This is an optimization exercise on Yosys and OpenROAD, whose aim is small area and a short achievable clock period, not a production implementation. The RTL of this run was laid out without a check of its function. No activity file was given, so power comes from the tool's default toggle rates.

==> design.v <==
`timescale 1ns / 1ps
module sigmoid9slices (
    input wire clk,
    input wire rst_n,
    input wire signed [15:0] x0_in,
    input wire signed [15:0] x1_in,
    input wire valid_in,
    output reg signed [15:0] y0_out,
    output reg signed [15:0] y1_out,
    output reg valid_out
);
    reg v1, v2;
    always @(posedge clk or negedge rst_n)
        if (!rst_n) begin v1 <= 1'b0; v2 <= 1'b0; valid_out <= 1'b0; end
        else begin v1 <= valid_in; v2 <= v1; valid_out <= v2; end
    function [4:0] dec(input [15:0] x);
        reg [14:0] u;
        reg g1, g2, g3, g4, g5;
        begin
            g1 = x[15] ? (x[14:0] <= 15'd31402) : (x[14:0] >= 15'd1365);
            g2 = x[15] ? (x[14:0] <= 15'd28671) : (x[14:0] >= 15'd4096);
            g3 = x[15] ? (x[14:0] <= 15'd25940) : (x[14:0] >= 15'd6827);
            g4 = x[15] ? (x[14:0] <= 15'd23210) : (x[14:0] >= 15'd9557);
            g5 = x[15] ? (x[14:0] <= 15'd20479) : (x[14:0] >= 15'd12288);
            dec = {g5, g4, g3, g2, g1};   
        end
    endfunction
    reg [12:0] a0, a1;   
    reg [4:0] th0, th1;
    always @(posedge clk) begin
        a0 <= {x0_in[15], x0_in[11:0]}; a1 <= {x1_in[15], x1_in[11:0]};
        th0 <= dec(x0_in); th1 <= dec(x1_in);
    end
    wire [10:0] xr0 = a0[10:0];
    wire [10:0] xn0 = ~a0[10:0];
    wire [4:0] c0 = {~th0[0], th0[0] & ~th0[1], th0[1] & ~th0[2], th0[2] & ~th0[3], th0[3] & ~th0[4]};
    wire sat0 = th0[4];
    wire r0_0_0 = (c0[0] & xr0[0]) | (c0[1] & xn0[0]);
    wire r0_0_1 = c0[1];
    wire r0_1_0 = ((c0[0] | c0[2] | c0[3]) & xr0[0]) | (c0[1] & xn0[1]) | (c0[4] & xn0[0]);
    wire r0_1_1 = (c0[0] & xr0[1]) | c0[4];
    wire r0_2_0 = ((c0[0] | c0[2] | c0[3]) & xr0[1]) | (c0[1] & xn0[2]) | (c0[4] & xn0[1]);
    wire r0_2_1 = (c0[0] & xr0[2]);
    wire r0_3_0 = ((c0[0] | c0[2] | c0[3]) & xr0[2]) | (c0[1] & xn0[3]) | (c0[4] & xn0[2]);
    wire r0_3_1 = ((c0[0] | c0[1]) & xr0[0]);
    wire r0_3_2 = (c0[0] & xr0[3]);
    wire r0_4_0 = ((c0[0] | c0[2] | c0[3]) & xr0[3]) | (c0[1] & xn0[4]) | (c0[4] & xn0[0]);
    wire r0_4_1 = ((c0[0] | c0[1]) & xr0[1]) | (c0[3] & xr0[0]) | c0[4];
    wire r0_4_2 = (c0[0] & xr0[4]) | (c0[4] & xn0[3]);
    wire r0_5_0 = ((c0[0] | c0[2] | c0[3]) & xr0[4]) | (c0[1] & xr0[0]) | (c0[4] & xn0[1]);
    wire r0_5_1 = ((c0[0] | c0[1]) & xr0[2]) | (c0[3] & xr0[1]) | (c0[4] & xn0[4]);
    wire r0_5_2 = (c0[0] & xr0[5]) | (c0[1] & xn0[5]);
    wire r0_6_0 = ((c0[0] | c0[2] | c0[3]) & xr0[5]) | (c0[1] & xr0[1]) | (c0[4] & xn0[2]);
    wire r0_6_1 = ((c0[0] | c0[1]) & xr0[3]) | (c0[3] & xr0[0]) | (c0[4] & xn0[5]);
    wire r0_6_2 = (c0[0] & xr0[6]) | (c0[1] & xn0[6]) | (c0[3] & xr0[2]);
    wire r0_7_0 = ((c0[0] | c0[2] | c0[3]) & xr0[6]) | (c0[1] & xr0[2]) | (c0[4] & xn0[3]);
    wire r0_7_1 = ((c0[0] | c0[1]) & xr0[4]) | (c0[2] & xr0[0]) | (c0[3] & xr0[1]) | (c0[4] & xn0[6]);
    wire r0_7_2 = (c0[0] & xr0[7]) | (c0[1] & xn0[7]) | (c0[3] & xr0[3]);
    wire r0_8_0 = ((c0[0] | c0[2] | c0[3]) & xr0[7]) | (c0[1] & xr0[3]) | (c0[4] & xn0[4]);
    wire r0_8_1 = ((c0[0] | c0[1]) & xr0[5]) | (c0[2] & xr0[1]) | (c0[3] & xr0[0]) | (c0[4] & xn0[7]);
    wire r0_8_2 = (c0[0] & xr0[8]) | (c0[1] & xn0[8]) | (c0[3] & xr0[2]);
    wire r0_8_3 = (c0[3] & xr0[4]);
    wire r0_9_0 = ((c0[0] | c0[2] | c0[3]) & xr0[8]) | (c0[1] & xr0[4]) | (c0[4] & xr0[0]);
    wire r0_9_1 = ((c0[0] | c0[1]) & xr0[6]) | (c0[2] & xr0[2]) | (c0[3] & xr0[1]) | (c0[4] & xn0[5]);
    wire r0_9_2 = (c0[0] & xr0[9]) | (c0[1] & xn0[9]) | (c0[3] & xr0[3]) | (c0[4] & xn0[8]);
    wire r0_9_3 = (c0[3] & xr0[5]);
    wire r0_10_0 = ((c0[0] | c0[2] | c0[3]) & xr0[9]) | (c0[1] & xr0[5]) | (c0[4] & xr0[1]);
    wire r0_10_1 = ((c0[0] | c0[1]) & xr0[7]) | (c0[2] & xr0[3]) | (c0[3] & xr0[2]) | (c0[4] & xn0[6]);
    wire r0_10_2 = (c0[0] & xr0[10]) | (c0[1] & xn0[10]) | (c0[3] & xr0[4]) | (c0[4] & xn0[9]);
    wire r0_10_3 = (c0[3] & xr0[6]);
    wire r0_11_0 = ((c0[0] | c0[1]) & xr0[8]) | (c0[2] & xr0[4]) | (c0[3] & xr0[3]) | (c0[4] & xr0[2]) | (sat0 & (a0[12] | ~a0[12]));
    wire r0_11_1 = ((c0[0] | c0[2]) & xr0[10]) | (c0[1] & xr0[6]) | (c0[3] & xr0[5]) | (c0[4] & xn0[7]);
    wire r0_11_2 = ((c0[0] | c0[1]) & ((a0[12] & a0[11]) | (~a0[12] & a0[11]))) | c0[2] | (c0[3] & xr0[7]) | (c0[4] & xn0[10]);
    wire r0_11_3 = (c0[3] & ((a0[12] & ~a0[11] & a0[10]) | (~a0[12] & ~a0[11] & a0[10]) | (~a0[12] & a0[11] & a0[10])));
    wire r0_12_0 = ((c0[0] | c0[1]) & xr0[9]) | (c0[2] & xr0[5]) | (c0[3] & xr0[4]) | (c0[4] & xr0[3]) | (sat0 & (~a0[12]));
    wire r0_12_1 = (c0[0] & ((a0[12] & ~a0[11]) | (~a0[12] & a0[11]))) | (c0[1] & xr0[7]) | (c0[2] & ((a0[12] & a0[11]) | (~a0[12] & ~a0[11]))) | (c0[3] & xr0[6]) | (c0[4] & xn0[8]);
    wire r0_12_2 = (c0[1] & ((a0[12] & a0[11]) | (a0[12] & ~a0[11]))) | (c0[3] & xr0[8]) | (c0[4] & ((~a0[12] & ~a0[11])));
    wire r0_12_3 = (c0[3] & ((a0[12] & a0[11] & ~a0[10]) | (~a0[12] & a0[11] & ~a0[10]) | (~a0[12] & a0[11] & a0[10])));
    wire r0_13_0 = ((c0[0] | c0[1]) & xr0[10]) | (c0[2] & xr0[6]) | (c0[3] & xr0[5]) | (c0[4] & xr0[4]) | (sat0 & (a0[12]));
    wire r0_13_1 = (c0[0] & ((a0[12] & a0[11]))) | (c0[1] & xr0[8]) | (c0[2] & ((~a0[12] & a0[11]))) | (c0[3] & xr0[7]) | (c0[4] & xn0[9]);
    wire r0_13_2 = (c0[1] & ((~a0[12] & a0[11]) | (~a0[12] & ~a0[11]))) | (c0[3] & xr0[9]) | (c0[4] & ((~a0[12] & ~a0[11])));
    wire r0_13_3 = (c0[3] & ((a0[12] & ~a0[11] & ~a0[10]) | (a0[12] & ~a0[11] & a0[10]) | (a0[12] & a0[11] & ~a0[10])));
    wire r0_14_0 = (c0[0] & ((a0[12] & a0[11]) | (~a0[12] & ~a0[11]))) | (c0[1] & xr0[9]) | (c0[2] & xr0[7]) | (c0[3] & xr0[6]) | (c0[4] & xr0[5]) | (sat0 & (~a0[12]));
    wire r0_14_1 = (c0[1] & ((a0[12] & ~a0[11]) | (~a0[12] & a0[11]))) | (c0[2] & ((~a0[12] & ~a0[11]) | (~a0[12] & a0[11]))) | (c0[3] & xr0[8]) | (c0[4] & xn0[10]);
    wire r0_14_2 = (c0[3] & xr0[10]) | (c0[4] & ((~a0[12] & ~a0[11])));
    wire r0_14_3 = (c0[3] & ((~a0[12] & ~a0[11] & a0[10]) | (~a0[12] & a0[11] & ~a0[10]) | (~a0[12] & a0[11] & a0[10])));
    wire r0_15_0 = (c0[0] & ((~a0[12] & a0[11]))) | (c0[1] & xr0[10]) | (c0[2] & xr0[8]) | (c0[3] & xr0[7]) | (c0[4] & xr0[6]) | (sat0 & (~a0[12]));
    wire r0_15_1 = (c0[1] & ((~a0[12] & ~a0[11]))) | (c0[2] & ((a0[12] & ~a0[11]) | (a0[12] & a0[11]))) | (c0[3] & xr0[9]);
    wire r0_15_2 = (c0[3] & ((a0[12] & ~a0[11] & ~a0[10]) | (a0[12] & ~a0[11] & a0[10]) | (~a0[12] & a0[11] & ~a0[10]) | (~a0[12] & a0[11] & a0[10])));
    wire r0_16_0 = (c0[0] & ((~a0[12] & ~a0[11]) | (~a0[12] & a0[11]))) | (c0[1] & ((a0[12] & ~a0[11]) | (~a0[12] & a0[11]))) | (c0[2] & xr0[9]) | (c0[3] & xr0[8]) | (c0[4] & xr0[7]) | (sat0 & (~a0[12]));
    wire r0_16_1 = (c0[2] & ((a0[12] & ~a0[11]) | (a0[12] & a0[11]))) | (c0[3] & xr0[10]) | (c0[4] & ((~a0[12] & ~a0[11])));
    wire r0_16_2 = (c0[3] & ((a0[12] & ~a0[11] & ~a0[10]) | (a0[12] & ~a0[11] & a0[10]) | (~a0[12] & ~a0[11] & a0[10]) | (~a0[12] & a0[11] & ~a0[10]) | (~a0[12] & a0[11] & a0[10])));
    wire r0_17_0 = (c0[0] & ((~a0[12] & ~a0[11]) | (~a0[12] & a0[11]))) | ((c0[1] | c0[4]) & ((~a0[12] & ~a0[11]))) | (c0[2] & xr0[10]) | (c0[3] & xr0[9]) | (sat0 & (~a0[12]));
    wire r0_17_1 = (c0[2] & ((a0[12] & ~a0[11]) | (a0[12] & a0[11]))) | (c0[3] & ((a0[12] & ~a0[11] & ~a0[10]) | (a0[12] & ~a0[11] & a0[10]) | (a0[12] & a0[11] & ~a0[10]) | (~a0[12] & ~a0[11] & a0[10]))) | (c0[4] & xr0[8]);
    wire r0_18_0 = (c0[0] & ((~a0[12] & ~a0[11]) | (~a0[12] & a0[11]))) | (c0[1] & ((~a0[12] & a0[11]) | (~a0[12] & ~a0[11]))) | (c0[2] & ((a0[12] & ~a0[11]) | (~a0[12] & a0[11]))) | (c0[3] & xr0[10]) | (c0[4] & xr0[9]) | (sat0 & (~a0[12]));
    wire r0_18_1 = (c0[3] & ((a0[12] & ~a0[11] & ~a0[10]) | (a0[12] & ~a0[11] & a0[10]) | (~a0[12] & a0[11] & ~a0[10]) | (~a0[12] & a0[11] & a0[10]))) | (c0[4] & ((~a0[12] & ~a0[11])));
    wire r0_19_0 = (c0[0] & ((~a0[12] & ~a0[11]) | (~a0[12] & a0[11]))) | (c0[1] & ((~a0[12] & a0[11]) | (~a0[12] & ~a0[11]))) | (c0[2] & ((a0[12] & ~a0[11]) | (~a0[12] & ~a0[11]) | (~a0[12] & a0[11]))) | (c0[3] & ((~a0[12] & a0[11] & ~a0[10]) | (~a0[12] & a0[11] & a0[10]))) | (c0[4] & xr0[10]) | (sat0 & (~a0[12]));
    wire r0_19_1 = (c0[4] & ((~a0[12] & ~a0[11])));
    wire r0_20_0 = (c0[0] & ((~a0[12] & ~a0[11]) | (~a0[12] & a0[11]))) | (c0[1] & ((~a0[12] & a0[11]) | (~a0[12] & ~a0[11]))) | (c0[2] & ((a0[12] & ~a0[11]) | (~a0[12] & ~a0[11]) | (~a0[12] & a0[11]))) | (c0[3] & ((a0[12] & a0[11] & ~a0[10]))) | c0[4] | (sat0 & (~a0[12]));
    wire r0_21_0 = (c0[0] & ((~a0[12] & ~a0[11]) | (~a0[12] & a0[11]))) | (c0[1] & ((~a0[12] & a0[11]) | (~a0[12] & ~a0[11]))) | (c0[2] & ((a0[12] & ~a0[11]) | (~a0[12] & ~a0[11]) | (~a0[12] & a0[11]))) | (c0[3] & ((~a0[12] & ~a0[11] & a0[10]) | (~a0[12] & a0[11] & ~a0[10]) | (~a0[12] & a0[11] & a0[10]))) | (sat0 & (~a0[12]));
    wire h0_1s = r0_8_0 ^ r0_8_1;
    wire h0_1c = r0_8_0 & r0_8_1;
    wire f0_2s = r0_9_0 ^ r0_9_1 ^ r0_9_2;
    wire f0_2c = (r0_9_0 & r0_9_1) | (r0_9_0 & r0_9_2) | (r0_9_1 & r0_9_2);
    wire f0_3s = r0_10_0 ^ r0_10_1 ^ r0_10_2;
    wire f0_3c = (r0_10_0 & r0_10_1) | (r0_10_0 & r0_10_2) | (r0_10_1 & r0_10_2);
    wire f0_4s = r0_11_0 ^ r0_11_1 ^ r0_11_2;
    wire f0_4c = (r0_11_0 & r0_11_1) | (r0_11_0 & r0_11_2) | (r0_11_1 & r0_11_2);
    wire f0_5s = r0_12_0 ^ r0_12_1 ^ r0_12_2;
    wire f0_5c = (r0_12_0 & r0_12_1) | (r0_12_0 & r0_12_2) | (r0_12_1 & r0_12_2);
    wire f0_6s = r0_13_0 ^ r0_13_1 ^ r0_13_2;
    wire f0_6c = (r0_13_0 & r0_13_1) | (r0_13_0 & r0_13_2) | (r0_13_1 & r0_13_2);
    wire f0_7s = r0_14_0 ^ r0_14_1 ^ r0_14_2;
    wire f0_7c = (r0_14_0 & r0_14_1) | (r0_14_0 & r0_14_2) | (r0_14_1 & r0_14_2);
    wire h0_8s = r0_15_0 ^ r0_15_1;
    wire h0_8c = r0_15_0 & r0_15_1;
    wire h0_9s = r0_16_0 ^ r0_16_1;
    wire h0_9c = r0_16_0 & r0_16_1;
    wire h0_10s = r0_3_0 ^ r0_3_1;
    wire h0_10c = r0_3_0 & r0_3_1;
    wire f0_11s = r0_4_0 ^ r0_4_1 ^ r0_4_2;
    wire f0_11c = (r0_4_0 & r0_4_1) | (r0_4_0 & r0_4_2) | (r0_4_1 & r0_4_2);
    wire f0_12s = r0_5_0 ^ r0_5_1 ^ r0_5_2;
    wire f0_12c = (r0_5_0 & r0_5_1) | (r0_5_0 & r0_5_2) | (r0_5_1 & r0_5_2);
    wire f0_13s = r0_6_0 ^ r0_6_1 ^ r0_6_2;
    wire f0_13c = (r0_6_0 & r0_6_1) | (r0_6_0 & r0_6_2) | (r0_6_1 & r0_6_2);
    wire f0_14s = r0_7_0 ^ r0_7_1 ^ r0_7_2;
    wire f0_14c = (r0_7_0 & r0_7_1) | (r0_7_0 & r0_7_2) | (r0_7_1 & r0_7_2);
    wire f0_15s = r0_8_2 ^ r0_8_3 ^ h0_1s;
    wire f0_15c = (r0_8_2 & r0_8_3) | (r0_8_2 & h0_1s) | (r0_8_3 & h0_1s);
    wire f0_16s = r0_9_3 ^ h0_1c ^ f0_2s;
    wire f0_16c = (r0_9_3 & h0_1c) | (r0_9_3 & f0_2s) | (h0_1c & f0_2s);
    wire f0_17s = r0_10_3 ^ f0_2c ^ f0_3s;
    wire f0_17c = (r0_10_3 & f0_2c) | (r0_10_3 & f0_3s) | (f0_2c & f0_3s);
    wire f0_18s = r0_11_3 ^ f0_3c ^ f0_4s;
    wire f0_18c = (r0_11_3 & f0_3c) | (r0_11_3 & f0_4s) | (f0_3c & f0_4s);
    wire f0_19s = r0_12_3 ^ f0_4c ^ f0_5s;
    wire f0_19c = (r0_12_3 & f0_4c) | (r0_12_3 & f0_5s) | (f0_4c & f0_5s);
    wire f0_20s = r0_13_3 ^ f0_5c ^ f0_6s;
    wire f0_20c = (r0_13_3 & f0_5c) | (r0_13_3 & f0_6s) | (f0_5c & f0_6s);
    wire f0_21s = r0_14_3 ^ f0_6c ^ f0_7s;
    wire f0_21c = (r0_14_3 & f0_6c) | (r0_14_3 & f0_7s) | (f0_6c & f0_7s);
    wire f0_22s = r0_15_2 ^ f0_7c ^ h0_8s;
    wire f0_22c = (r0_15_2 & f0_7c) | (r0_15_2 & h0_8s) | (f0_7c & h0_8s);
    wire f0_23s = r0_16_2 ^ h0_8c ^ h0_9s;
    wire f0_23c = (r0_16_2 & h0_8c) | (r0_16_2 & h0_9s) | (h0_8c & h0_9s);
    wire f0_24s = r0_17_0 ^ r0_17_1 ^ h0_9c;
    wire f0_24c = (r0_17_0 & r0_17_1) | (r0_17_0 & h0_9c) | (r0_17_1 & h0_9c);
    wire h0_25s = r0_18_0 ^ r0_18_1;
    wire h0_25c = r0_18_0 & r0_18_1;
    wire h0_26s = r0_19_0 ^ r0_19_1;
    wire h0_26c = r0_19_0 & r0_19_1;
    wire lg0_27 = (r0_1_0 & r0_1_1) | ((r0_1_0 | r0_1_1) & (r0_0_0 & r0_0_1));
    wire lp0_27 = (r0_1_0 | r0_1_1) & (r0_0_0 | r0_0_1);
    wire lg0_28 = (r0_3_2 & h0_10s) | ((r0_3_2 | h0_10s) & (r0_2_0 & r0_2_1));
    wire lp0_28 = (r0_3_2 | h0_10s) & (r0_2_0 | r0_2_1);
    wire lg0_29 = (f0_11c & f0_12s) | ((f0_11c | f0_12s) & (h0_10c & f0_11s));
    wire lp0_29 = (f0_11c | f0_12s) & (h0_10c | f0_11s);
    wire lg0_30 = (f0_13c & f0_14s) | ((f0_13c | f0_14s) & (f0_12c & f0_13s));
    wire lp0_30 = (f0_13c | f0_14s) & (f0_12c | f0_13s);
    wire lg0_31 = (f0_15c & f0_16s) | ((f0_15c | f0_16s) & (f0_14c & f0_15s));
    wire lp0_31 = (f0_15c | f0_16s) & (f0_14c | f0_15s);
    wire lg0_32 = lg0_28 | (lp0_28 & lg0_27);
    wire lp0_32 = lp0_28 & lp0_27;
    wire lg0_33 = lg0_30 | (lp0_30 & lg0_29);
    wire lp0_33 = lp0_30 & lp0_29;
    wire lg0_34 = (f0_16c & f0_17s) | ((f0_16c | f0_17s) & lg0_31);
    wire lp0_34 = (f0_16c | f0_17s) & lp0_31;
    wire lg0_35 = lg0_33 | (lp0_33 & lg0_32);
    wire lp0_35 = lp0_33 & lp0_32;
    wire lg0_36 = lg0_34 | (lp0_34 & lg0_35);
    wire lp0_36 = lp0_34 & lp0_35;
    reg [10:0] sa0, sb0;
    reg lc0;
    always @(posedge clk) begin
        sa0 <= {r0_21_0, r0_20_0, h0_25c, f0_24c, f0_23c, f0_22c, f0_21c, f0_20c, f0_19c, f0_18c, f0_17c};
        sb0 <= {1'b0, h0_26c, h0_26s, h0_25s, f0_24s, f0_23s, f0_22s, f0_21s, f0_20s, f0_19s, f0_18s};
        lc0 <= lg0_36;
    end
    wire [10:0] ys0;
    wire ys0_p0 = (sa0[0] ^ sb0[0]);
    wire ys0_p1 = (sa0[1] ^ sb0[1]);
    wire ys0_p2 = (sa0[2] ^ sb0[2]);
    wire ys0_p3 = (sa0[3] ^ sb0[3]);
    wire ys0_p4 = (sa0[4] ^ sb0[4]);
    wire ys0_p5 = (sa0[5] ^ sb0[5]);
    wire ys0_p6 = (sa0[6] ^ sb0[6]);
    wire ys0_p7 = (sa0[7] ^ sb0[7]);
    wire ys0_p8 = (sa0[8] ^ sb0[8]);
    wire ys0_p9 = (sa0[9] ^ sb0[9]);
    wire ys0_p10 = (sa0[10] ^ sb0[10]);
    wire ys0_g0 = (sa0[0] & sb0[0]) | (ys0_p0 & lc0);
    wire ys0_g1 = (sa0[1] & sb0[1]);
    wire ys0_g2 = (sa0[2] & sb0[2]);
    wire ys0_g3 = (sa0[3] & sb0[3]);
    wire ys0_g4 = (sa0[4] & sb0[4]);
    wire ys0_g5 = (sa0[5] & sb0[5]);
    wire ys0_g6 = (sa0[6] & sb0[6]);
    wire ys0_g7 = (sa0[7] & sb0[7]);
    wire ys0_g8 = (sa0[8] & sb0[8]);
    wire ys0_g9 = (sa0[9] & sb0[9]);
    wire ys0_g10 = (sa0[10] & sb0[10]);
    wire ys0_G37 = ys0_g1 | (ys0_p1 & ys0_g0);
    wire ys0_P37 = ys0_p1 & ys0_p0;
    wire ys0_G38 = ys0_g3 | (ys0_p3 & ys0_g2);
    wire ys0_P38 = ys0_p3 & ys0_p2;
    wire ys0_G39 = ys0_g5 | (ys0_p5 & ys0_g4);
    wire ys0_P39 = ys0_p5 & ys0_p4;
    wire ys0_G40 = ys0_g7 | (ys0_p7 & ys0_g6);
    wire ys0_P40 = ys0_p7 & ys0_p6;
    wire ys0_G41 = ys0_g9 | (ys0_p9 & ys0_g8);
    wire ys0_P41 = ys0_p9 & ys0_p8;
    wire ys0_G42 = ys0_G38 | (ys0_P38 & ys0_G37);
    wire ys0_P42 = ys0_P38 & ys0_P37;
    wire ys0_G43 = ys0_G40 | (ys0_P40 & ys0_G39);
    wire ys0_P43 = ys0_P40 & ys0_P39;
    wire ys0_G44 = ys0_G43 | (ys0_P43 & ys0_G42);
    wire ys0_P44 = ys0_P43 & ys0_P42;
    wire ys0_G45 = ys0_G39 | (ys0_P39 & ys0_G42);
    wire ys0_P45 = ys0_P39 & ys0_P42;
    wire ys0_G46 = ys0_G41 | (ys0_P41 & ys0_G44);
    wire ys0_P46 = ys0_P41 & ys0_P44;
    wire ys0_G47 = ys0_g2 | (ys0_p2 & ys0_G37);
    wire ys0_P47 = ys0_p2 & ys0_P37;
    wire ys0_G48 = ys0_g4 | (ys0_p4 & ys0_G42);
    wire ys0_P48 = ys0_p4 & ys0_P42;
    wire ys0_G49 = ys0_g6 | (ys0_p6 & ys0_G45);
    wire ys0_P49 = ys0_p6 & ys0_P45;
    wire ys0_G50 = ys0_g8 | (ys0_p8 & ys0_G44);
    wire ys0_P50 = ys0_p8 & ys0_P44;
    wire ys0_G51 = ys0_g10 | (ys0_p10 & ys0_G46);
    wire ys0_P51 = ys0_p10 & ys0_P46;
    assign ys0[0] = ys0_p0 ^ lc0;
    assign ys0[1] = ys0_p1 ^ ys0_g0;
    assign ys0[2] = ys0_p2 ^ ys0_G37;
    assign ys0[3] = ys0_p3 ^ ys0_G47;
    assign ys0[4] = ys0_p4 ^ ys0_G42;
    assign ys0[5] = ys0_p5 ^ ys0_G48;
    assign ys0[6] = ys0_p6 ^ ys0_G45;
    assign ys0[7] = ys0_p7 ^ ys0_G49;
    assign ys0[8] = ys0_p8 ^ ys0_G44;
    assign ys0[9] = ys0_p9 ^ ys0_G50;
    assign ys0[10] = ys0_p10 ^ ys0_G46;
    always @(posedge clk) y0_out <= {5'b0, ys0};
    wire [10:0] xr1 = a1[10:0];
    wire [10:0] xn1 = ~a1[10:0];
    wire [4:0] c1 = {~th1[0], th1[0] & ~th1[1], th1[1] & ~th1[2], th1[2] & ~th1[3], th1[3] & ~th1[4]};
    wire sat1 = th1[4];
    wire r1_0_0 = (c1[0] & xr1[0]) | (c1[1] & xn1[0]);
    wire r1_0_1 = c1[1];
    wire r1_1_0 = ((c1[0] | c1[2] | c1[3]) & xr1[0]) | (c1[1] & xn1[1]) | (c1[4] & xn1[0]);
    wire r1_1_1 = (c1[0] & xr1[1]) | c1[4];
    wire r1_2_0 = ((c1[0] | c1[2] | c1[3]) & xr1[1]) | (c1[1] & xn1[2]) | (c1[4] & xn1[1]);
    wire r1_2_1 = (c1[0] & xr1[2]);
    wire r1_3_0 = ((c1[0] | c1[2] | c1[3]) & xr1[2]) | (c1[1] & xn1[3]) | (c1[4] & xn1[2]);
    wire r1_3_1 = ((c1[0] | c1[1]) & xr1[0]);
    wire r1_3_2 = (c1[0] & xr1[3]);
    wire r1_4_0 = ((c1[0] | c1[2] | c1[3]) & xr1[3]) | (c1[1] & xn1[4]) | (c1[4] & xn1[0]);
    wire r1_4_1 = ((c1[0] | c1[1]) & xr1[1]) | (c1[3] & xr1[0]) | c1[4];
    wire r1_4_2 = (c1[0] & xr1[4]) | (c1[4] & xn1[3]);
    wire r1_5_0 = ((c1[0] | c1[2] | c1[3]) & xr1[4]) | (c1[1] & xr1[0]) | (c1[4] & xn1[1]);
    wire r1_5_1 = ((c1[0] | c1[1]) & xr1[2]) | (c1[3] & xr1[1]) | (c1[4] & xn1[4]);
    wire r1_5_2 = (c1[0] & xr1[5]) | (c1[1] & xn1[5]);
    wire r1_6_0 = ((c1[0] | c1[2] | c1[3]) & xr1[5]) | (c1[1] & xr1[1]) | (c1[4] & xn1[2]);
    wire r1_6_1 = ((c1[0] | c1[1]) & xr1[3]) | (c1[3] & xr1[0]) | (c1[4] & xn1[5]);
    wire r1_6_2 = (c1[0] & xr1[6]) | (c1[1] & xn1[6]) | (c1[3] & xr1[2]);
    wire r1_7_0 = ((c1[0] | c1[2] | c1[3]) & xr1[6]) | (c1[1] & xr1[2]) | (c1[4] & xn1[3]);
    wire r1_7_1 = ((c1[0] | c1[1]) & xr1[4]) | (c1[2] & xr1[0]) | (c1[3] & xr1[1]) | (c1[4] & xn1[6]);
    wire r1_7_2 = (c1[0] & xr1[7]) | (c1[1] & xn1[7]) | (c1[3] & xr1[3]);
    wire r1_8_0 = ((c1[0] | c1[2] | c1[3]) & xr1[7]) | (c1[1] & xr1[3]) | (c1[4] & xn1[4]);
    wire r1_8_1 = ((c1[0] | c1[1]) & xr1[5]) | (c1[2] & xr1[1]) | (c1[3] & xr1[0]) | (c1[4] & xn1[7]);
    wire r1_8_2 = (c1[0] & xr1[8]) | (c1[1] & xn1[8]) | (c1[3] & xr1[2]);
    wire r1_8_3 = (c1[3] & xr1[4]);
    wire r1_9_0 = ((c1[0] | c1[2] | c1[3]) & xr1[8]) | (c1[1] & xr1[4]) | (c1[4] & xr1[0]);
    wire r1_9_1 = ((c1[0] | c1[1]) & xr1[6]) | (c1[2] & xr1[2]) | (c1[3] & xr1[1]) | (c1[4] & xn1[5]);
    wire r1_9_2 = (c1[0] & xr1[9]) | (c1[1] & xn1[9]) | (c1[3] & xr1[3]) | (c1[4] & xn1[8]);
    wire r1_9_3 = (c1[3] & xr1[5]);
    wire r1_10_0 = ((c1[0] | c1[2] | c1[3]) & xr1[9]) | (c1[1] & xr1[5]) | (c1[4] & xr1[1]);
    wire r1_10_1 = ((c1[0] | c1[1]) & xr1[7]) | (c1[2] & xr1[3]) | (c1[3] & xr1[2]) | (c1[4] & xn1[6]);
    wire r1_10_2 = (c1[0] & xr1[10]) | (c1[1] & xn1[10]) | (c1[3] & xr1[4]) | (c1[4] & xn1[9]);
    wire r1_10_3 = (c1[3] & xr1[6]);
    wire r1_11_0 = ((c1[0] | c1[1]) & xr1[8]) | (c1[2] & xr1[4]) | (c1[3] & xr1[3]) | (c1[4] & xr1[2]) | (sat1 & (a1[12] | ~a1[12]));
    wire r1_11_1 = ((c1[0] | c1[2]) & xr1[10]) | (c1[1] & xr1[6]) | (c1[3] & xr1[5]) | (c1[4] & xn1[7]);
    wire r1_11_2 = ((c1[0] | c1[1]) & ((a1[12] & a1[11]) | (~a1[12] & a1[11]))) | c1[2] | (c1[3] & xr1[7]) | (c1[4] & xn1[10]);
    wire r1_11_3 = (c1[3] & ((a1[12] & ~a1[11] & a1[10]) | (~a1[12] & ~a1[11] & a1[10]) | (~a1[12] & a1[11] & a1[10])));
    wire r1_12_0 = ((c1[0] | c1[1]) & xr1[9]) | (c1[2] & xr1[5]) | (c1[3] & xr1[4]) | (c1[4] & xr1[3]) | (sat1 & (~a1[12]));
    wire r1_12_1 = (c1[0] & ((a1[12] & ~a1[11]) | (~a1[12] & a1[11]))) | (c1[1] & xr1[7]) | (c1[2] & ((a1[12] & a1[11]) | (~a1[12] & ~a1[11]))) | (c1[3] & xr1[6]) | (c1[4] & xn1[8]);
    wire r1_12_2 = (c1[1] & ((a1[12] & a1[11]) | (a1[12] & ~a1[11]))) | (c1[3] & xr1[8]) | (c1[4] & ((~a1[12] & ~a1[11])));
    wire r1_12_3 = (c1[3] & ((a1[12] & a1[11] & ~a1[10]) | (~a1[12] & a1[11] & ~a1[10]) | (~a1[12] & a1[11] & a1[10])));
    wire r1_13_0 = ((c1[0] | c1[1]) & xr1[10]) | (c1[2] & xr1[6]) | (c1[3] & xr1[5]) | (c1[4] & xr1[4]) | (sat1 & (a1[12]));
    wire r1_13_1 = (c1[0] & ((a1[12] & a1[11]))) | (c1[1] & xr1[8]) | (c1[2] & ((~a1[12] & a1[11]))) | (c1[3] & xr1[7]) | (c1[4] & xn1[9]);
    wire r1_13_2 = (c1[1] & ((~a1[12] & a1[11]) | (~a1[12] & ~a1[11]))) | (c1[3] & xr1[9]) | (c1[4] & ((~a1[12] & ~a1[11])));
    wire r1_13_3 = (c1[3] & ((a1[12] & ~a1[11] & ~a1[10]) | (a1[12] & ~a1[11] & a1[10]) | (a1[12] & a1[11] & ~a1[10])));
    wire r1_14_0 = (c1[0] & ((a1[12] & a1[11]) | (~a1[12] & ~a1[11]))) | (c1[1] & xr1[9]) | (c1[2] & xr1[7]) | (c1[3] & xr1[6]) | (c1[4] & xr1[5]) | (sat1 & (~a1[12]));
    wire r1_14_1 = (c1[1] & ((a1[12] & ~a1[11]) | (~a1[12] & a1[11]))) | (c1[2] & ((~a1[12] & ~a1[11]) | (~a1[12] & a1[11]))) | (c1[3] & xr1[8]) | (c1[4] & xn1[10]);
    wire r1_14_2 = (c1[3] & xr1[10]) | (c1[4] & ((~a1[12] & ~a1[11])));
    wire r1_14_3 = (c1[3] & ((~a1[12] & ~a1[11] & a1[10]) | (~a1[12] & a1[11] & ~a1[10]) | (~a1[12] & a1[11] & a1[10])));
    wire r1_15_0 = (c1[0] & ((~a1[12] & a1[11]))) | (c1[1] & xr1[10]) | (c1[2] & xr1[8]) | (c1[3] & xr1[7]) | (c1[4] & xr1[6]) | (sat1 & (~a1[12]));
    wire r1_15_1 = (c1[1] & ((~a1[12] & ~a1[11]))) | (c1[2] & ((a1[12] & ~a1[11]) | (a1[12] & a1[11]))) | (c1[3] & xr1[9]);
    wire r1_15_2 = (c1[3] & ((a1[12] & ~a1[11] & ~a1[10]) | (a1[12] & ~a1[11] & a1[10]) | (~a1[12] & a1[11] & ~a1[10]) | (~a1[12] & a1[11] & a1[10])));
    wire r1_16_0 = (c1[0] & ((~a1[12] & ~a1[11]) | (~a1[12] & a1[11]))) | (c1[1] & ((a1[12] & ~a1[11]) | (~a1[12] & a1[11]))) | (c1[2] & xr1[9]) | (c1[3] & xr1[8]) | (c1[4] & xr1[7]) | (sat1 & (~a1[12]));
    wire r1_16_1 = (c1[2] & ((a1[12] & ~a1[11]) | (a1[12] & a1[11]))) | (c1[3] & xr1[10]) | (c1[4] & ((~a1[12] & ~a1[11])));
    wire r1_16_2 = (c1[3] & ((a1[12] & ~a1[11] & ~a1[10]) | (a1[12] & ~a1[11] & a1[10]) | (~a1[12] & ~a1[11] & a1[10]) | (~a1[12] & a1[11] & ~a1[10]) | (~a1[12] & a1[11] & a1[10])));
    wire r1_17_0 = (c1[0] & ((~a1[12] & ~a1[11]) | (~a1[12] & a1[11]))) | ((c1[1] | c1[4]) & ((~a1[12] & ~a1[11]))) | (c1[2] & xr1[10]) | (c1[3] & xr1[9]) | (sat1 & (~a1[12]));
    wire r1_17_1 = (c1[2] & ((a1[12] & ~a1[11]) | (a1[12] & a1[11]))) | (c1[3] & ((a1[12] & ~a1[11] & ~a1[10]) | (a1[12] & ~a1[11] & a1[10]) | (a1[12] & a1[11] & ~a1[10]) | (~a1[12] & ~a1[11] & a1[10]))) | (c1[4] & xr1[8]);
    wire r1_18_0 = (c1[0] & ((~a1[12] & ~a1[11]) | (~a1[12] & a1[11]))) | (c1[1] & ((~a1[12] & a1[11]) | (~a1[12] & ~a1[11]))) | (c1[2] & ((a1[12] & ~a1[11]) | (~a1[12] & a1[11]))) | (c1[3] & xr1[10]) | (c1[4] & xr1[9]) | (sat1 & (~a1[12]));
    wire r1_18_1 = (c1[3] & ((a1[12] & ~a1[11] & ~a1[10]) | (a1[12] & ~a1[11] & a1[10]) | (~a1[12] & a1[11] & ~a1[10]) | (~a1[12] & a1[11] & a1[10]))) | (c1[4] & ((~a1[12] & ~a1[11])));
    wire r1_19_0 = (c1[0] & ((~a1[12] & ~a1[11]) | (~a1[12] & a1[11]))) | (c1[1] & ((~a1[12] & a1[11]) | (~a1[12] & ~a1[11]))) | (c1[2] & ((a1[12] & ~a1[11]) | (~a1[12] & ~a1[11]) | (~a1[12] & a1[11]))) | (c1[3] & ((~a1[12] & a1[11] & ~a1[10]) | (~a1[12] & a1[11] & a1[10]))) | (c1[4] & xr1[10]) | (sat1 & (~a1[12]));
    wire r1_19_1 = (c1[4] & ((~a1[12] & ~a1[11])));
    wire r1_20_0 = (c1[0] & ((~a1[12] & ~a1[11]) | (~a1[12] & a1[11]))) | (c1[1] & ((~a1[12] & a1[11]) | (~a1[12] & ~a1[11]))) | (c1[2] & ((a1[12] & ~a1[11]) | (~a1[12] & ~a1[11]) | (~a1[12] & a1[11]))) | (c1[3] & ((a1[12] & a1[11] & ~a1[10]))) | c1[4] | (sat1 & (~a1[12]));
    wire r1_21_0 = (c1[0] & ((~a1[12] & ~a1[11]) | (~a1[12] & a1[11]))) | (c1[1] & ((~a1[12] & a1[11]) | (~a1[12] & ~a1[11]))) | (c1[2] & ((a1[12] & ~a1[11]) | (~a1[12] & ~a1[11]) | (~a1[12] & a1[11]))) | (c1[3] & ((~a1[12] & ~a1[11] & a1[10]) | (~a1[12] & a1[11] & ~a1[10]) | (~a1[12] & a1[11] & a1[10]))) | (sat1 & (~a1[12]));
    wire h1_52s = r1_8_0 ^ r1_8_1;
    wire h1_52c = r1_8_0 & r1_8_1;
    wire f1_53s = r1_9_0 ^ r1_9_1 ^ r1_9_2;
    wire f1_53c = (r1_9_0 & r1_9_1) | (r1_9_0 & r1_9_2) | (r1_9_1 & r1_9_2);
    wire f1_54s = r1_10_0 ^ r1_10_1 ^ r1_10_2;
    wire f1_54c = (r1_10_0 & r1_10_1) | (r1_10_0 & r1_10_2) | (r1_10_1 & r1_10_2);
    wire f1_55s = r1_11_0 ^ r1_11_1 ^ r1_11_2;
    wire f1_55c = (r1_11_0 & r1_11_1) | (r1_11_0 & r1_11_2) | (r1_11_1 & r1_11_2);
    wire f1_56s = r1_12_0 ^ r1_12_1 ^ r1_12_2;
    wire f1_56c = (r1_12_0 & r1_12_1) | (r1_12_0 & r1_12_2) | (r1_12_1 & r1_12_2);
    wire f1_57s = r1_13_0 ^ r1_13_1 ^ r1_13_2;
    wire f1_57c = (r1_13_0 & r1_13_1) | (r1_13_0 & r1_13_2) | (r1_13_1 & r1_13_2);
    wire f1_58s = r1_14_0 ^ r1_14_1 ^ r1_14_2;
    wire f1_58c = (r1_14_0 & r1_14_1) | (r1_14_0 & r1_14_2) | (r1_14_1 & r1_14_2);
    wire h1_59s = r1_15_0 ^ r1_15_1;
    wire h1_59c = r1_15_0 & r1_15_1;
    wire h1_60s = r1_16_0 ^ r1_16_1;
    wire h1_60c = r1_16_0 & r1_16_1;
    wire h1_61s = r1_3_0 ^ r1_3_1;
    wire h1_61c = r1_3_0 & r1_3_1;
    wire f1_62s = r1_4_0 ^ r1_4_1 ^ r1_4_2;
    wire f1_62c = (r1_4_0 & r1_4_1) | (r1_4_0 & r1_4_2) | (r1_4_1 & r1_4_2);
    wire f1_63s = r1_5_0 ^ r1_5_1 ^ r1_5_2;
    wire f1_63c = (r1_5_0 & r1_5_1) | (r1_5_0 & r1_5_2) | (r1_5_1 & r1_5_2);
    wire f1_64s = r1_6_0 ^ r1_6_1 ^ r1_6_2;
    wire f1_64c = (r1_6_0 & r1_6_1) | (r1_6_0 & r1_6_2) | (r1_6_1 & r1_6_2);
    wire f1_65s = r1_7_0 ^ r1_7_1 ^ r1_7_2;
    wire f1_65c = (r1_7_0 & r1_7_1) | (r1_7_0 & r1_7_2) | (r1_7_1 & r1_7_2);
    wire f1_66s = r1_8_2 ^ r1_8_3 ^ h1_52s;
    wire f1_66c = (r1_8_2 & r1_8_3) | (r1_8_2 & h1_52s) | (r1_8_3 & h1_52s);
    wire f1_67s = r1_9_3 ^ h1_52c ^ f1_53s;
    wire f1_67c = (r1_9_3 & h1_52c) | (r1_9_3 & f1_53s) | (h1_52c & f1_53s);
    wire f1_68s = r1_10_3 ^ f1_53c ^ f1_54s;
    wire f1_68c = (r1_10_3 & f1_53c) | (r1_10_3 & f1_54s) | (f1_53c & f1_54s);
    wire f1_69s = r1_11_3 ^ f1_54c ^ f1_55s;
    wire f1_69c = (r1_11_3 & f1_54c) | (r1_11_3 & f1_55s) | (f1_54c & f1_55s);
    wire f1_70s = r1_12_3 ^ f1_55c ^ f1_56s;
    wire f1_70c = (r1_12_3 & f1_55c) | (r1_12_3 & f1_56s) | (f1_55c & f1_56s);
    wire f1_71s = r1_13_3 ^ f1_56c ^ f1_57s;
    wire f1_71c = (r1_13_3 & f1_56c) | (r1_13_3 & f1_57s) | (f1_56c & f1_57s);
    wire f1_72s = r1_14_3 ^ f1_57c ^ f1_58s;
    wire f1_72c = (r1_14_3 & f1_57c) | (r1_14_3 & f1_58s) | (f1_57c & f1_58s);
    wire f1_73s = r1_15_2 ^ f1_58c ^ h1_59s;
    wire f1_73c = (r1_15_2 & f1_58c) | (r1_15_2 & h1_59s) | (f1_58c & h1_59s);
    wire f1_74s = r1_16_2 ^ h1_59c ^ h1_60s;
    wire f1_74c = (r1_16_2 & h1_59c) | (r1_16_2 & h1_60s) | (h1_59c & h1_60s);
    wire f1_75s = r1_17_0 ^ r1_17_1 ^ h1_60c;
    wire f1_75c = (r1_17_0 & r1_17_1) | (r1_17_0 & h1_60c) | (r1_17_1 & h1_60c);
    wire h1_76s = r1_18_0 ^ r1_18_1;
    wire h1_76c = r1_18_0 & r1_18_1;
    wire h1_77s = r1_19_0 ^ r1_19_1;
    wire h1_77c = r1_19_0 & r1_19_1;
    wire lg1_78 = (r1_1_0 & r1_1_1) | ((r1_1_0 | r1_1_1) & (r1_0_0 & r1_0_1));
    wire lp1_78 = (r1_1_0 | r1_1_1) & (r1_0_0 | r1_0_1);
    wire lg1_79 = (r1_3_2 & h1_61s) | ((r1_3_2 | h1_61s) & (r1_2_0 & r1_2_1));
    wire lp1_79 = (r1_3_2 | h1_61s) & (r1_2_0 | r1_2_1);
    wire lg1_80 = (f1_62c & f1_63s) | ((f1_62c | f1_63s) & (h1_61c & f1_62s));
    wire lp1_80 = (f1_62c | f1_63s) & (h1_61c | f1_62s);
    wire lg1_81 = (f1_64c & f1_65s) | ((f1_64c | f1_65s) & (f1_63c & f1_64s));
    wire lp1_81 = (f1_64c | f1_65s) & (f1_63c | f1_64s);
    wire lg1_82 = (f1_66c & f1_67s) | ((f1_66c | f1_67s) & (f1_65c & f1_66s));
    wire lp1_82 = (f1_66c | f1_67s) & (f1_65c | f1_66s);
    wire lg1_83 = lg1_79 | (lp1_79 & lg1_78);
    wire lp1_83 = lp1_79 & lp1_78;
    wire lg1_84 = lg1_81 | (lp1_81 & lg1_80);
    wire lp1_84 = lp1_81 & lp1_80;
    wire lg1_85 = (f1_67c & f1_68s) | ((f1_67c | f1_68s) & lg1_82);
    wire lp1_85 = (f1_67c | f1_68s) & lp1_82;
    wire lg1_86 = lg1_84 | (lp1_84 & lg1_83);
    wire lp1_86 = lp1_84 & lp1_83;
    wire lg1_87 = lg1_85 | (lp1_85 & lg1_86);
    wire lp1_87 = lp1_85 & lp1_86;
    reg [10:0] sa1, sb1;
    reg lc1;
    always @(posedge clk) begin
        sa1 <= {r1_21_0, r1_20_0, h1_76c, f1_75c, f1_74c, f1_73c, f1_72c, f1_71c, f1_70c, f1_69c, f1_68c};
        sb1 <= {1'b0, h1_77c, h1_77s, h1_76s, f1_75s, f1_74s, f1_73s, f1_72s, f1_71s, f1_70s, f1_69s};
        lc1 <= lg1_87;
    end
    wire [10:0] ys1;
    wire ys1_p0 = (sa1[0] ^ sb1[0]);
    wire ys1_p1 = (sa1[1] ^ sb1[1]);
    wire ys1_p2 = (sa1[2] ^ sb1[2]);
    wire ys1_p3 = (sa1[3] ^ sb1[3]);
    wire ys1_p4 = (sa1[4] ^ sb1[4]);
    wire ys1_p5 = (sa1[5] ^ sb1[5]);
    wire ys1_p6 = (sa1[6] ^ sb1[6]);
    wire ys1_p7 = (sa1[7] ^ sb1[7]);
    wire ys1_p8 = (sa1[8] ^ sb1[8]);
    wire ys1_p9 = (sa1[9] ^ sb1[9]);
    wire ys1_p10 = (sa1[10] ^ sb1[10]);
    wire ys1_g0 = (sa1[0] & sb1[0]) | (ys1_p0 & lc1);
    wire ys1_g1 = (sa1[1] & sb1[1]);
    wire ys1_g2 = (sa1[2] & sb1[2]);
    wire ys1_g3 = (sa1[3] & sb1[3]);
    wire ys1_g4 = (sa1[4] & sb1[4]);
    wire ys1_g5 = (sa1[5] & sb1[5]);
    wire ys1_g6 = (sa1[6] & sb1[6]);
    wire ys1_g7 = (sa1[7] & sb1[7]);
    wire ys1_g8 = (sa1[8] & sb1[8]);
    wire ys1_g9 = (sa1[9] & sb1[9]);
    wire ys1_g10 = (sa1[10] & sb1[10]);
    wire ys1_G88 = ys1_g1 | (ys1_p1 & ys1_g0);
    wire ys1_P88 = ys1_p1 & ys1_p0;
    wire ys1_G89 = ys1_g3 | (ys1_p3 & ys1_g2);
    wire ys1_P89 = ys1_p3 & ys1_p2;
    wire ys1_G90 = ys1_g5 | (ys1_p5 & ys1_g4);
    wire ys1_P90 = ys1_p5 & ys1_p4;
    wire ys1_G91 = ys1_g7 | (ys1_p7 & ys1_g6);
    wire ys1_P91 = ys1_p7 & ys1_p6;
    wire ys1_G92 = ys1_g9 | (ys1_p9 & ys1_g8);
    wire ys1_P92 = ys1_p9 & ys1_p8;
    wire ys1_G93 = ys1_G89 | (ys1_P89 & ys1_G88);
    wire ys1_P93 = ys1_P89 & ys1_P88;
    wire ys1_G94 = ys1_G91 | (ys1_P91 & ys1_G90);
    wire ys1_P94 = ys1_P91 & ys1_P90;
    wire ys1_G95 = ys1_G94 | (ys1_P94 & ys1_G93);
    wire ys1_P95 = ys1_P94 & ys1_P93;
    wire ys1_G96 = ys1_G90 | (ys1_P90 & ys1_G93);
    wire ys1_P96 = ys1_P90 & ys1_P93;
    wire ys1_G97 = ys1_G92 | (ys1_P92 & ys1_G95);
    wire ys1_P97 = ys1_P92 & ys1_P95;
    wire ys1_G98 = ys1_g2 | (ys1_p2 & ys1_G88);
    wire ys1_P98 = ys1_p2 & ys1_P88;
    wire ys1_G99 = ys1_g4 | (ys1_p4 & ys1_G93);
    wire ys1_P99 = ys1_p4 & ys1_P93;
    wire ys1_G100 = ys1_g6 | (ys1_p6 & ys1_G96);
    wire ys1_P100 = ys1_p6 & ys1_P96;
    wire ys1_G101 = ys1_g8 | (ys1_p8 & ys1_G95);
    wire ys1_P101 = ys1_p8 & ys1_P95;
    wire ys1_G102 = ys1_g10 | (ys1_p10 & ys1_G97);
    wire ys1_P102 = ys1_p10 & ys1_P97;
    assign ys1[0] = ys1_p0 ^ lc1;
    assign ys1[1] = ys1_p1 ^ ys1_g0;
    assign ys1[2] = ys1_p2 ^ ys1_G88;
    assign ys1[3] = ys1_p3 ^ ys1_G98;
    assign ys1[4] = ys1_p4 ^ ys1_G93;
    assign ys1[5] = ys1_p5 ^ ys1_G99;
    assign ys1[6] = ys1_p6 ^ ys1_G96;
    assign ys1[7] = ys1_p7 ^ ys1_G100;
    assign ys1[8] = ys1_p8 ^ ys1_G95;
    assign ys1[9] = ys1_p9 ^ ys1_G101;
    assign ys1[10] = ys1_p10 ^ ys1_G97;
    always @(posedge clk) y1_out <= {5'b0, ys1};
endmodule
==> flow/run.sh <==
#!/bin/bash
# Standard layout, with plain buffers (instead of delay cells) on the ports, and the
# timing repair aimed at a setup slack of 5.6 ns.
set -e
export BUFFER_PORTS_ARGS="-buffer_cell sky130_fd_sc_hd__buf_2"
bash standard.sh finish SETUP_SLACK_MARGIN=5.6 > standard.log 2>&1
==> standard.sh <==
#!/bin/bash
# synth_recipe.tcl (not shown) runs the flow's synth.tcl, then flattens the netlist and writes it again
# the make line also repeats each setting of config.mk as NAME=value (left out here)
make -C /OpenROAD-flow-scripts/flow DESIGN_CONFIG=/design/flow/config.mk WORK_HOME=/design/flow/orfs CLKGATE_MAP_FILE= SYNTH_SCRIPT=/design/flow/synth_recipe.tcl "${@:-finish}"
==> config.mk <==
export PLATFORM = sky130hd
export DESIGN_NAME = sigmoid9slices
export DESIGN_NICKNAME = sigmoid9slices
export VERILOG_FILES = /design/flow/design.v
export SDC_FILE = /design/flow/constraint.sdc
export NUM_CORES = 4
export LEC_CHECK = 0
export CAP_MARGIN = 20
export CORE_MARGIN = 2
export CORE_UTILIZATION = 70
export SETUP_SLACK_MARGIN = 5
export SLEW_MARGIN = 20
==> constraint.sdc <==
create_clock -name core_clock -period 8.0 [get_ports {clk}]
set_input_delay 1.6000 -clock core_clock [delete_from_list [all_inputs] [get_ports {clk}]]
set_output_delay 1.6000 -clock core_clock [all_outputs]
set_load 0.01 [all_outputs]
==> impl_metrics.py <==
metrics = {
    "placement": {
        "gp_congestion": 1.01,
        "dp_hpwl_mm": 12.8,
        "io_buffers": 57,
        "place_ws_ps": 4040,
    },
    "critical_path": {
        "critPathArrivalTime_ps": 3800,
        "critPathCaptureType": "flip-flop",
        "worstSetupStartpoint": "a1[9]",
        "startpoint_type": "flip-flop",
        "crit_chain": "nor2_1 > a2111o_1 > fa_1 > fa_1 > nand2b_4 > o221ai_2 > or4_1 > or3_1 > o211ai_1",
        "worst_ep_required_time_ps": 8310,
        "cp_max_fo": 10,
        "crit_path_top_delay_cell": "dfxtp_1",
        "critical_path_class": "flip-flop to flip-flop",
        "slowest_delay_ps": 610,
        "cpMostUsedCell": "fa_1",
        "r2r-start": "a1[9]",
        "r2r_cells": 9,
    },
    "clocking": {
        "clkLatencyLatePin_ps": 390,
        "cts.sinks": 105,
        "cts_hold_buffers": 0,
        "cts_made_buffers": 9,
        "htree_levels": 3,
        "clockRootBuffer": "clkbuf_8",
        "tritoncts": "yes",
        "clock_path_buffers": 2,
        "clk_pin_slew_worst_paths_ps": 110,
    },
    "logic_synthesis": {
        "synth_seq_cells": 105,
        "synthFlopType": "dfxtp_1",
        "synthDistinctLibCells": 65,
        "netlist_instances": 779,
        "syn_avg_cell_area_um2": 8.96,
        "yosys_warnings": 1,
        "syn_area_mm2": 0.00698,
        "async_flop_share": 0.0286,
        "synth_seq_area_share": 0.303,
        "synth_edf_count": 0,
    },
    "global_routing": {
        "overflow": 0,
        "grt.total_usage": 0.365,
        "antenna_found_initial": 0,
        "grt_max_degree": 25,
        "grt_pass1_vias": 6265,
        "grt_pass1_wl_mm": 31.6,
    },
    "timing": {
        "min_period_over_period": 0.437,
        "tns_ps": 0,
        "skew_ps": 17.5,
        "hold_violations": 0,
        "layout_setup_ws_ps": 4510,
        "fmax_mhz": 286,
        "setup_viol": 0,
        "rsz0062_at_grt": "yes",
        "slew_viol_final": 0,
        "maxSlewHeadroom": 0.632,
        "tightest_slew_ps": 551,
        "period_minus_slack_ps": 3490,
    },
    "pwr": {
        "power_frac_comb": 0.422,
        "p_total_uw": 1870,
        "peakVddDrop_mv": 0.175,
        "power.internal_uw": 1170,
        "power_density_mw_per_mm2": 219,
        "swShare": 0.375,
        "power_frac_clock": 0.183,
        "p_sw_uw": 702,
        "power_frac_seq": 0.395,
        "p_leak_uw": 0.00384,
    },
    "die": {
        "die_w_um": 104,
        "dieArea_mm2": 0.0108,
        "rows": 36,
        "die_height_um": 104,
        "core_area_mm2": 0.00973,
        "start_util": 0.717,
        "io_pins": 68,
    },
    "route": {
        "wl_mm": 20.7,
        "drtAntennaViolNets": 0,
        "drc": 0,
        "vias": 6832,
        "drtIter0Drc": 1121,
        "wire_per_inst_um": 20.5,
        "viasPerCell": 6.78,
        "dr.pass1.iters": 7,
    },
    "hold_path": {
        "worstHoldStart": "v1",
        "worstHoldPathType": "flip-flop to flip-flop",
        "hold_path_depth": 0,
    },
    "cells_and_area": {
        "antenna_cells": 0,
        "drive_above_1_share": 0.282,
        "nFillCells": 497,
        "post-route-util": 0.878,
        "register_area_mm2": 0.00216,
        "syn2layout_area_growth_pct": 22.5,
        "multi_input_area_mm2": 0.00481,
        "nets": 993,
    },
    "run": {
        "max-cap-violations": 0,
    },
    "outcome": {
        "status": "no timing/DRC/antenna violations",
    },
}
stage by stage:
stage	cells	cell area [um^2]	hold slack, ps
6_report	1008	8550	425
4_1_cts	969	8030	415
2_1_floorplan	788	7210	331
5_1_grt	1008	8550	433
3_3_place_gp	925	7370	344
3_5_place_dp	925	7370	355
sequential cells by signal (all words and copies together), names as in the netlist, 5 cells and up:
signal  cells
a0         13
a1         13
sa0        11
sa1        11
y0_out     11
y1_out     11
sb0        10
sb1        10
th0         5
th1         5
cells in the mapped netlist, types with 16 or more instances:
| cell | n | area, um^2 |
|---|---|---|
| dfxtp_1 | 102 | 2040 |
| nor2_1 | 67 | 251 |
| inv_1 | 62 | 233 |
| nand2_1 | 60 | 225 |
| fa_1 | 52 | 1040 |
| a21oi_1 | 48 | 240 |
| clkbuf_1 | 40 | 150 |
| ha_1 | 36 | 450 |
| o21ai_0 | 30 | 150 |
| a221oi_1 | 17 | 149 |
| nor2b_1 | 17 | 106 |
| o211ai_1 | 16 | 120 |
cells by family after synthesis:
family                     Yosys count  synth area share
other                                1          0.000537
muxes                                1           0.00143
DFF                                105             0.303
buffers and inverters              120            0.0715
adders and majority gates           92             0.219
xor gates and xnor gates             8            0.0100
AOI/OAI and AO/OA                  224             0.232
and+or+nand+nor                    228             0.162
worst paths after layout:
| path | to | slack (ps) |
|---|---|---|
| max | lc1 | 4510 |
| min in group asynchronous | v1 | 990 |
| min | v2 | 430 |
| max in group asynchronous | valid_out | 6890 |
| min reg2reg | v2 | 430 |
| max reg2reg | lc1 | 4510 |
metal layers:
metal | wire length, um | track usage
met1 | 7550 | 0.465
met2 | 9830 | 0.605
met3 | 2120 | 0.0752
met4 | 1200 | 0.157
met5 | 0 | 0
worst max-delay path: cells and delay by family (launching register included):
kind / cells / cell delay (ps)
compound gates: 3 / 610
flops: 1 / 610
simple gates: 4 / 1170
fa+ha+maj: 2 / 1020
cells in the final DEF, fill, tap and decap left out, types with 7 or more instances in the layout:
cell      netlist  layout
a21oi_1        48      45
buf_4          10      57
conb_1          1      10
clkbuf_8        0       9
o21a_1         12      12
inv_1          62      53
ha_1           36      31
a211oi_1       13      10
a221o_1        14      14
dfxtp_4         0       8
a21o_1         13      12
dfxtp_2         0      12
inv_2           0       7
o211ai_1       16      16
nor2b_1        17      13
buf_6           1      11
nand2_1        60      55
xor2_1          8       8
buf_2           2      52
dfxtp_1       102      82
fa_1           52      46
nor2_1         67      63
a22oi_1         9       7
a221oi_1       17      13
a222oi_1       13      13
nand3_1        12      11
o21ai_0        30      26
area by class of cell:
type,count,area share
multi-input cells,564,0.563
flip-flops and latches,105,0.253
repair buffers,128,0.112
inverters,62,0.0283
well taps,133,0.0195
clock buffers,9,0.0145
clock inverters,7,0.0104
power by group through the flow:
| stage | registers (uW) | clock network, uW | logic, uW |
|---|---|---|---|
| after floorplan | 741 | 0 | 458 |
| final | 739 | 343 | 790 |
| after global placement | 731 | 0 | 617 |
| after detailed placement | 738 | 0 | 668 |
| after CTS | 732 | 348 | 729 |
| after global routing | 749 | 369 | 871 |
repair_timing:
item                                    4_1_cts  5_1_grt
pin swaps                                    18       30
endpoints found under the setup margin       58       50
resized for setup                            70       61
cloned                                        3        2
buffers inserted                             25       37
endpoints found under the hold margin         0        0

[static timing again, ports no longer ideal]
In the flow no input, the clock included, has a driving cell. The finished layout below was timed again as built, in two steps. Step 1 sets driving cells, clkbuf_16 on the clock port and buf_2 on the other inputs (assumed; they add their load-dependent delay and slew). Step 2 moves the port delays by t, midway between the first and last clock arrival at a register: inputs arrive t later, outputs are due t later. That takes back most of the time a late clock gives input paths. Three values: ideal ports, drivers, drivers and shift; two values: the first two.
t (ns): 0.421
setup slack, ns: 4.508 / 4.508 / 4.508
cell pins on the clock port's net: 1
After both steps setup and hold are still met in this run. The setup slack of this run moves by 0.000 ns with the drivers and by 0.000 ns with both steps.
